Context: an optimization exercise on an open-source flow, tuned for small area, a short achievable clock period and few clock cycles. The choices shown serve that exercise and are no tape-out recipe.
RTL that was checked went through simulation tests only; none was proved equivalent to the original.
The clock port is modelled as an ideal driver, which makes a skipped or thinned clock tree look cheaper than it is; a real chip needs a root buffer or a tree.
Power is estimated from default activity; no workload was simulated.

Setup of wip/tundra:
==> module LBP, before the edit <==
module LBP(  clk,reset,gray_addr,gray_req,gray_ready,gray_data,lbp_addr,lbp_valid,lbp_data,finish );
input           clk;
input           reset;
input           gray_ready;
input   [7:0]   gray_data;
output          gray_req;
output          lbp_valid;
output          finish;
output  [7:0]   lbp_data;
output  [13:0]  gray_addr;
output  [13:0]  lbp_addr;
reg             gray_req;    
reg             run;         
reg             lbp_valid;
reg             finish;
reg     [7:0]   lbp_data;
reg     [13:0]  lbp_addr;
reg     [6:0]   row;
reg     [6:0]   col;
reg     [2:0]   j;           
reg             eol;         
reg             lastrow;     
assign gray_addr = {row, col};
reg     [7:0]   p1, p2, p3, p4, p5, p6, p7, p8, p9;
reg             q1;
reg     [2:0]   q2, q3, q4, q5, q6, q7, q8;
reg     [3:0]   q9;
reg             b3;          
wire    [7:0]   x = gray_data;
function [1:0] cmpl;
    input [7:0] a;
    input [7:0] b;
    reg hgt, hlt, lge, lle;
    begin
        hgt = a[7:4] > b[7:4]; hlt = a[7:4] < b[7:4];
        lge = a[3:0] >= b[3:0]; lle = a[3:0] <= b[3:0];
        cmpl = {hgt | (~hlt & lge), hlt | (~hgt & lle)};
    end
endfunction
wire    [1:0]   cx9 = cmpl(x, p9);      
wire    [1:0]   c18 = cmpl(p1, p8);
wire    [1:0]   c19 = cmpl(p1, p9);
wire    [1:0]   c89 = cmpl(p8, p9);
wire            done = eol & lastrow & (col == 7'd127);
always @(posedge clk or posedge reset)
begin
    if (reset) begin
        gray_req  <= 1'b0;
        run       <= 1'b0;
        finish    <= 1'b0;
        lbp_valid <= 1'b0;
    end else begin
        lbp_valid <= run & (j[2] | j[1]) & (row[6:1] != 6'd0);
        if (run) begin
            if (done) begin
                gray_req <= 1'b0;
                run      <= 1'b0;
                finish   <= 1'b1;
            end
        end else if (gray_ready & ~finish) begin
            gray_req <= 1'b1;
            run      <= 1'b1;
        end
    end
end
always @(posedge clk)
begin
    if (~run) begin
        row     <= 7'd0;
        col     <= 7'd0;
        j       <= 3'd0;
        eol     <= 1'b0;
        lastrow <= 1'b0;
    end else begin
        j     <= j + 3'd1;
        eol   <= (j == 3'd6);
        if (eol) begin
            row     <= row + 7'd1;
            lastrow <= (row == 7'd126);
            col     <= lastrow ? col - 7'd1 : col - 7'd7;
        end else
            col     <= col + 7'd1;
    end
end
always @(posedge clk)
begin
    p1 <= x;  p2 <= p1; p3 <= p2; p4 <= p3; p5 <= p4;
    p6 <= p5; p7 <= p6; p8 <= p7; p9 <= p8;
    q1 <= cx9[0];
    q2 <= {c18[0], c19[0], q1};
    q3 <= q2; q4 <= q3; q5 <= q4; q6 <= q5; q7 <= q6; q8 <= q7;
    q9 <= {c18[1], q8};
    b3 <= c89[0];
    lbp_data <= {cx9[1], c19[1], q9[3], c89[1], b3, q9[2:0]};
    lbp_addr <= {row - 7'd1, col - 7'd1};
end
endmodule
==> flow/config.mk <==
export PLATFORM = sky130hd
export DESIGN_NAME = LBP
export DESIGN_NICKNAME = LBP
export VERILOG_FILES = /design/flow/design.v
export SDC_FILE = /design/flow/constraint.sdc
export NUM_CORES = 4
export LEC_CHECK = 0
export CAP_MARGIN = 20
export CORE_MARGIN = 2
export CORE_UTILIZATION = 50
export SETUP_SLACK_MARGIN = 2.4
export SLEW_MARGIN = 20
==> flow/constraint.sdc <==
create_clock -name core_clock -period 4.0 [get_ports {clk}]
set_input_delay 0.8000 -clock core_clock [delete_from_list [all_inputs] [get_ports {clk}]]
set_output_delay 0.8000 -clock core_clock [all_outputs]
set_load 0.01 [all_outputs]
standard.sh (not shown) runs the stock make flow with config.mk's settings and CLKGATE_MAP_FILE= SYNTH_SCRIPT=/design/flow/synth_recipe.tcl, a recipe that flattens the netlist after the stock synthesis.
==> flow/flow/run.sh <==
#!/bin/bash
HERE=$(cd "$(dirname "$0")" && pwd)
export PRE_CTS_TCL=$HERE/cts_manual.tcl
export CTS_MANUAL_NROOT=4
export CTS_MANUAL_NLEAF=0
export CTS_MANUAL_ROOTBUF=sky130_fd_sc_hd__clkbuf_16
export CTS_MANUAL_LEAFBUF=sky130_fd_sc_hd__clkbuf_16
export BUFFER_PORTS_ARGS="-buffer_cell sky130_fd_sc_hd__buf_2"
bash standard.sh > standard.log 2>&1
Other scripts of this flow, unchanged in this note and not shown: flow/flow/cts_manual.tcl
> inputs changed (wip/tundra -> wip/garnet)
diff --git a/flow/design.v b/flow/design.v
--- a/flow/design.v
+++ b/flow/design.v
@@ -29,18 +29,4 @@
 reg             b3;          
 wire    [7:0]   x = gray_data;
-function [1:0] cmpl;
-    input [7:0] a;
-    input [7:0] b;
-    reg hgt, hlt, lge, lle;
-    begin
-        hgt = a[7:4] > b[7:4]; hlt = a[7:4] < b[7:4];
-        lge = a[3:0] >= b[3:0]; lle = a[3:0] <= b[3:0];
-        cmpl = {hgt | (~hlt & lge), hlt | (~hgt & lle)};
-    end
-endfunction
-wire    [1:0]   cx9 = cmpl(x, p9);      
-wire    [1:0]   c18 = cmpl(p1, p8);
-wire    [1:0]   c19 = cmpl(p1, p9);
-wire    [1:0]   c89 = cmpl(p8, p9);
 wire            done = eol & lastrow & (col == 7'd127);
 always @(posedge clk or posedge reset)
@@ -88,10 +74,10 @@
     p1 <= x;  p2 <= p1; p3 <= p2; p4 <= p3; p5 <= p4;
     p6 <= p5; p7 <= p6; p8 <= p7; p9 <= p8;
-    q1 <= cx9[0];
-    q2 <= {c18[0], c19[0], q1};
+    q1 <= p9 >= x;
+    q2 <= {p8 >= p1, p9 >= p1, q1};
     q3 <= q2; q4 <= q3; q5 <= q4; q6 <= q5; q7 <= q6; q8 <= q7;
-    q9 <= {c18[1], q8};
-    b3 <= c89[0];
-    lbp_data <= {cx9[1], c19[1], q9[3], c89[1], b3, q9[2:0]};
+    q9 <= {p1 >= p8, q8};
+    b3 <= p9 >= p8;
+    lbp_data <= {x >= p9, p1 >= p9, q9[3], p8 >= p9, b3, q9[2:0]};
     lbp_addr <= {row - 7'd1, col - 7'd1};
 end
## What came out
[wip/garnet] peak clock frequency supported by timing fell 48 MHz relative to wip/tundra. The final reports for wip/garnet and wip/tundra show first-pass GRT wire length higher in the former. Post-route minimum period up 0.13 ns in wip/garnet wrt wip/tundra. Compared wip/garnet vs wip/tundra, and power is up in wip/garnet. The post-synthesis sequential area ratio reported for wip/garnet is greater than that of wip/tundra by 0.75 points. wip/garnet vs. wip/tundra: per-cell via count in the routed design now larger, vertical die dimension now smaller, synthesized cell count now smaller, synthesized-area fraction occupied by ao, oa, aoi and oai cells comparable. wip/garnet — part of the power in combinational logic 0.2 points higher, wip/tundra as reference. What wip/garnet reported for count of inverters not on the clock network in the layout has to be multiplied by 1.07 to get the figure for wip/tundra. In the metrics for wip/garnet and wip/tundra, the one carrying the lower final critical-path setup slack is wip/garnet. Looking at wip/garnet and wip/tundra, the number of sequential storage elements is a wash. Share of the cycle needed by the critical path after routing was higher in wip/garnet than in wip/tundra.
No run of this note included a check of the RTL's function; only the layout flow was run. No run of this note takes its clock network from TritonCTS; it comes from the design's own scripts or RTL.

========
Another version of the RTL of LBP (not shown whole).
Size: ~50 I/O pins, about 4500 um^2 of cells after synthesis.
==> module LBP, before the edit <==
module LBP(  clk,reset,gray_addr,gray_req,gray_ready,gray_data,lbp_addr,lbp_valid,lbp_data,finish );
input           clk;
input           reset;
input           gray_ready;
input   [7:0]   gray_data;
output          gray_req;
output          lbp_valid;
output          finish;
output  [7:0]   lbp_data;
output  [13:0]  gray_addr;
output  [13:0]  lbp_addr;
reg             gray_req;    
reg             run;         
reg             lbp_valid;
reg             finish;
reg     [7:0]   lbp_data;
reg     [13:0]  lbp_addr;
reg     [6:0]   row;
reg     [6:0]   col;
reg     [2:0]   j;           
reg             eol;         
reg             lastrow;     
assign gray_addr = {row, col};
reg     [7:0]   p1, p2, p3, p4, p5, p6, p7, p8, p9;
reg             q1;
reg     [2:0]   q2, q3, q4, q5, q6, q7, q8;
reg     [3:0]   q9;
reg             b3;          
wire    [7:0]   x = gray_data;
function [1:0] cmpl;
    input [7:0] a;
    input [7:0] b;
    reg hgt, hlt, lge, lle;
    begin
        hgt = a[7:4] > b[7:4]; hlt = a[7:4] < b[7:4];
        lge = a[3:0] >= b[3:0]; lle = a[3:0] <= b[3:0];
        cmpl = {hgt | (~hlt & lge), hlt | (~hgt & lle)};
    end
endfunction
wire    [1:0]   cx9 = cmpl(x, p9);      
wire            done = eol & lastrow & (col == 7'd127);
always @(posedge clk or posedge reset)
begin
    if (reset) begin
        gray_req  <= 1'b0;
        run       <= 1'b0;
        finish    <= 1'b0;
        lbp_valid <= 1'b0;
    end else begin
        lbp_valid <= run & (j[2] | j[1]) & (row[6:1] != 6'd0);
        if (run) begin
            if (done) begin
                gray_req <= 1'b0;
                run      <= 1'b0;
                finish   <= 1'b1;
            end
        end else if (gray_ready & ~finish) begin
            gray_req <= 1'b1;
            run      <= 1'b1;
        end
    end
end
always @(posedge clk)
begin
    if (~run) begin
        row     <= 7'd0;
        col     <= 7'd0;
        j       <= 3'd0;
        eol     <= 1'b0;
        lastrow <= 1'b0;
    end else begin
        j     <= j + 3'd1;
        eol   <= (j == 3'd6);
        if (eol) begin
            row     <= row + 7'd1;
            lastrow <= (row == 7'd126);
            col     <= lastrow ? col - 7'd1 : col - 7'd7;
        end else
            col     <= col + 7'd1;
    end
end
always @(posedge clk)
begin
    p1 <= x;  p2 <= p1; p3 <= p2; p4 <= p3; p5 <= p4;
    p6 <= p5; p7 <= p6; p8 <= p7; p9 <= p8;
    q1 <= cx9[0];
    q2 <= {p8 >= p1, p9 >= p1, q1};
    q3 <= q2; q4 <= q3; q5 <= q4; q6 <= q5; q7 <= q6; q8 <= q7;
    q9 <= {p1 >= p8, q8};
    b3 <= p9 >= p8;
    lbp_data <= {cx9[1], p1 >= p9, q9[3], p8 >= p9, b3, q9[2:0]};
    lbp_addr <= {row - 7'd1, col - 7'd1};
end
endmodule
Settings: LEC_CHECK=0, CAP_MARGIN=20, CORE_MARGIN=2, CORE_UTILIZATION=50, SETUP_SLACK_MARGIN=2.3, SLEW_MARGIN=20; clock period 4.0 ns.
==> flow/flow/run.sh <==
#!/bin/bash
HERE=$(cd "$(dirname "$0")" && pwd)
export PRE_CTS_TCL=$HERE/cts_manual.tcl
export CTS_MANUAL_NROOT=4
export CTS_MANUAL_NLEAF=2
export CTS_MANUAL_ROOTBUF=sky130_fd_sc_hd__clkbuf_8
export CTS_MANUAL_LEAFBUF=sky130_fd_sc_hd__clkbuf_8
export BUFFER_PORTS_ARGS="-buffer_cell sky130_fd_sc_hd__buf_2"
bash standard.sh > standard.log 2>&1
Other scripts of this flow, unchanged in this note and not shown: flow/flow/cts_manual.tcl
Testbench counts at the start, summed over its fixed seeds: cycles 258,060.
Next try:
--- a/flow/design.v
+++ b/flow/design.v
@@ -27,19 +27,8 @@
 reg     [2:0]   q2, q3, q4, q5, q6, q7, q8;
 reg     [3:0]   q9;
 reg             b3;          
 wire    [7:0]   x = gray_data;
-function [1:0] cmpl;
-    input [7:0] a;
-    input [7:0] b;
-    reg hgt, hlt, lge, lle;
-    begin
-        hgt = a[7:4] > b[7:4]; hlt = a[7:4] < b[7:4];
-        lge = a[3:0] >= b[3:0]; lle = a[3:0] <= b[3:0];
-        cmpl = {hgt | (~hlt & lge), hlt | (~hgt & lle)};
-    end
-endfunction
-wire    [1:0]   cx9 = cmpl(x, p9);      
 wire            done = eol & lastrow & (col == 7'd127);
 always @(posedge clk or posedge reset)
 begin
     if (reset) begin
@@ -83,13 +72,13 @@
 always @(posedge clk)
 begin
     p1 <= x;  p2 <= p1; p3 <= p2; p4 <= p3; p5 <= p4;
     p6 <= p5; p7 <= p6; p8 <= p7; p9 <= p8;
-    q1 <= cx9[0];
+    q1 <= p9 >= x;
     q2 <= {p8 >= p1, p9 >= p1, q1};
     q3 <= q2; q4 <= q3; q5 <= q4; q6 <= q5; q7 <= q6; q8 <= q7;
     q9 <= {p1 >= p8, q8};
     b3 <= p9 >= p8;
-    lbp_data <= {cx9[1], p1 >= p9, q9[3], p8 >= p9, b3, q9[2:0]};
+    lbp_data <= {x >= p9, p1 >= p9, q9[3], p8 >= p9, b3, q9[2:0]};
     lbp_addr <= {row - 7'd1, col - 7'd1};
 end
 endmodule
The new run completed with no timing, DRC or antenna violations.
Maximum frequency came out lower by 1.0%.
Critical path depth does not change.
Area after synthesis does not change.
Routed wire length came out higher by 4.7%.
Clock power barely changes.
Function not checked in the second run of this note: the RTL went through the layout flow alone. No run of this note takes its clock network from TritonCTS; it comes from the design's own scripts or RTL.

[port drivers added, routing unchanged]
In the flow no input, the clock included, has a driving cell. The finished layouts below were timed again as built, in two steps.
Step 1 assumes that a clkbuf_16 drives the clock port and a buf_2 every other input.
Step 2 adds t to the input delays and takes it off the output delays; t is the mean of the earliest and latest rising clock arrival at the registers after step 1. Input paths then give back, and output paths get back, about the clock's delay inside the block.
a / b / c = ideal / step 1 / step 2; a / b = the first two.
| run | t (ns) | slack for setup (ns) | clock arrival spread, ns | worst data-port slew with drivers (ns) | pins driven straight from the clock port |
|---|---|---|---|---|---|
| wip/tundra | 0.253 | 2.431 / 2.379 / 2.240 | 0.010 / 0.010 | 0.03 | 4 |
| wip/garnet | 0.253 | 2.304 / 2.351 / 2.098 | 0.006 / 0.006 | 0.04 | 4 |
| the first run of note 2 | 0.339 | 2.333 / 2.273 / 2.188 | 0.019 / 0.020 | 0.03 | 4 |
| the second run of note 2 | 0.340 | 2.316 / 2.253 / 2.083 | 0.013 / 0.013 | 0.03 | 4 |
After both steps setup and hold are still met in every run listed. The setup slack of the second run of note 2, which loses most, moves by -0.063 ns with the drivers and by -0.233 ns with both steps.
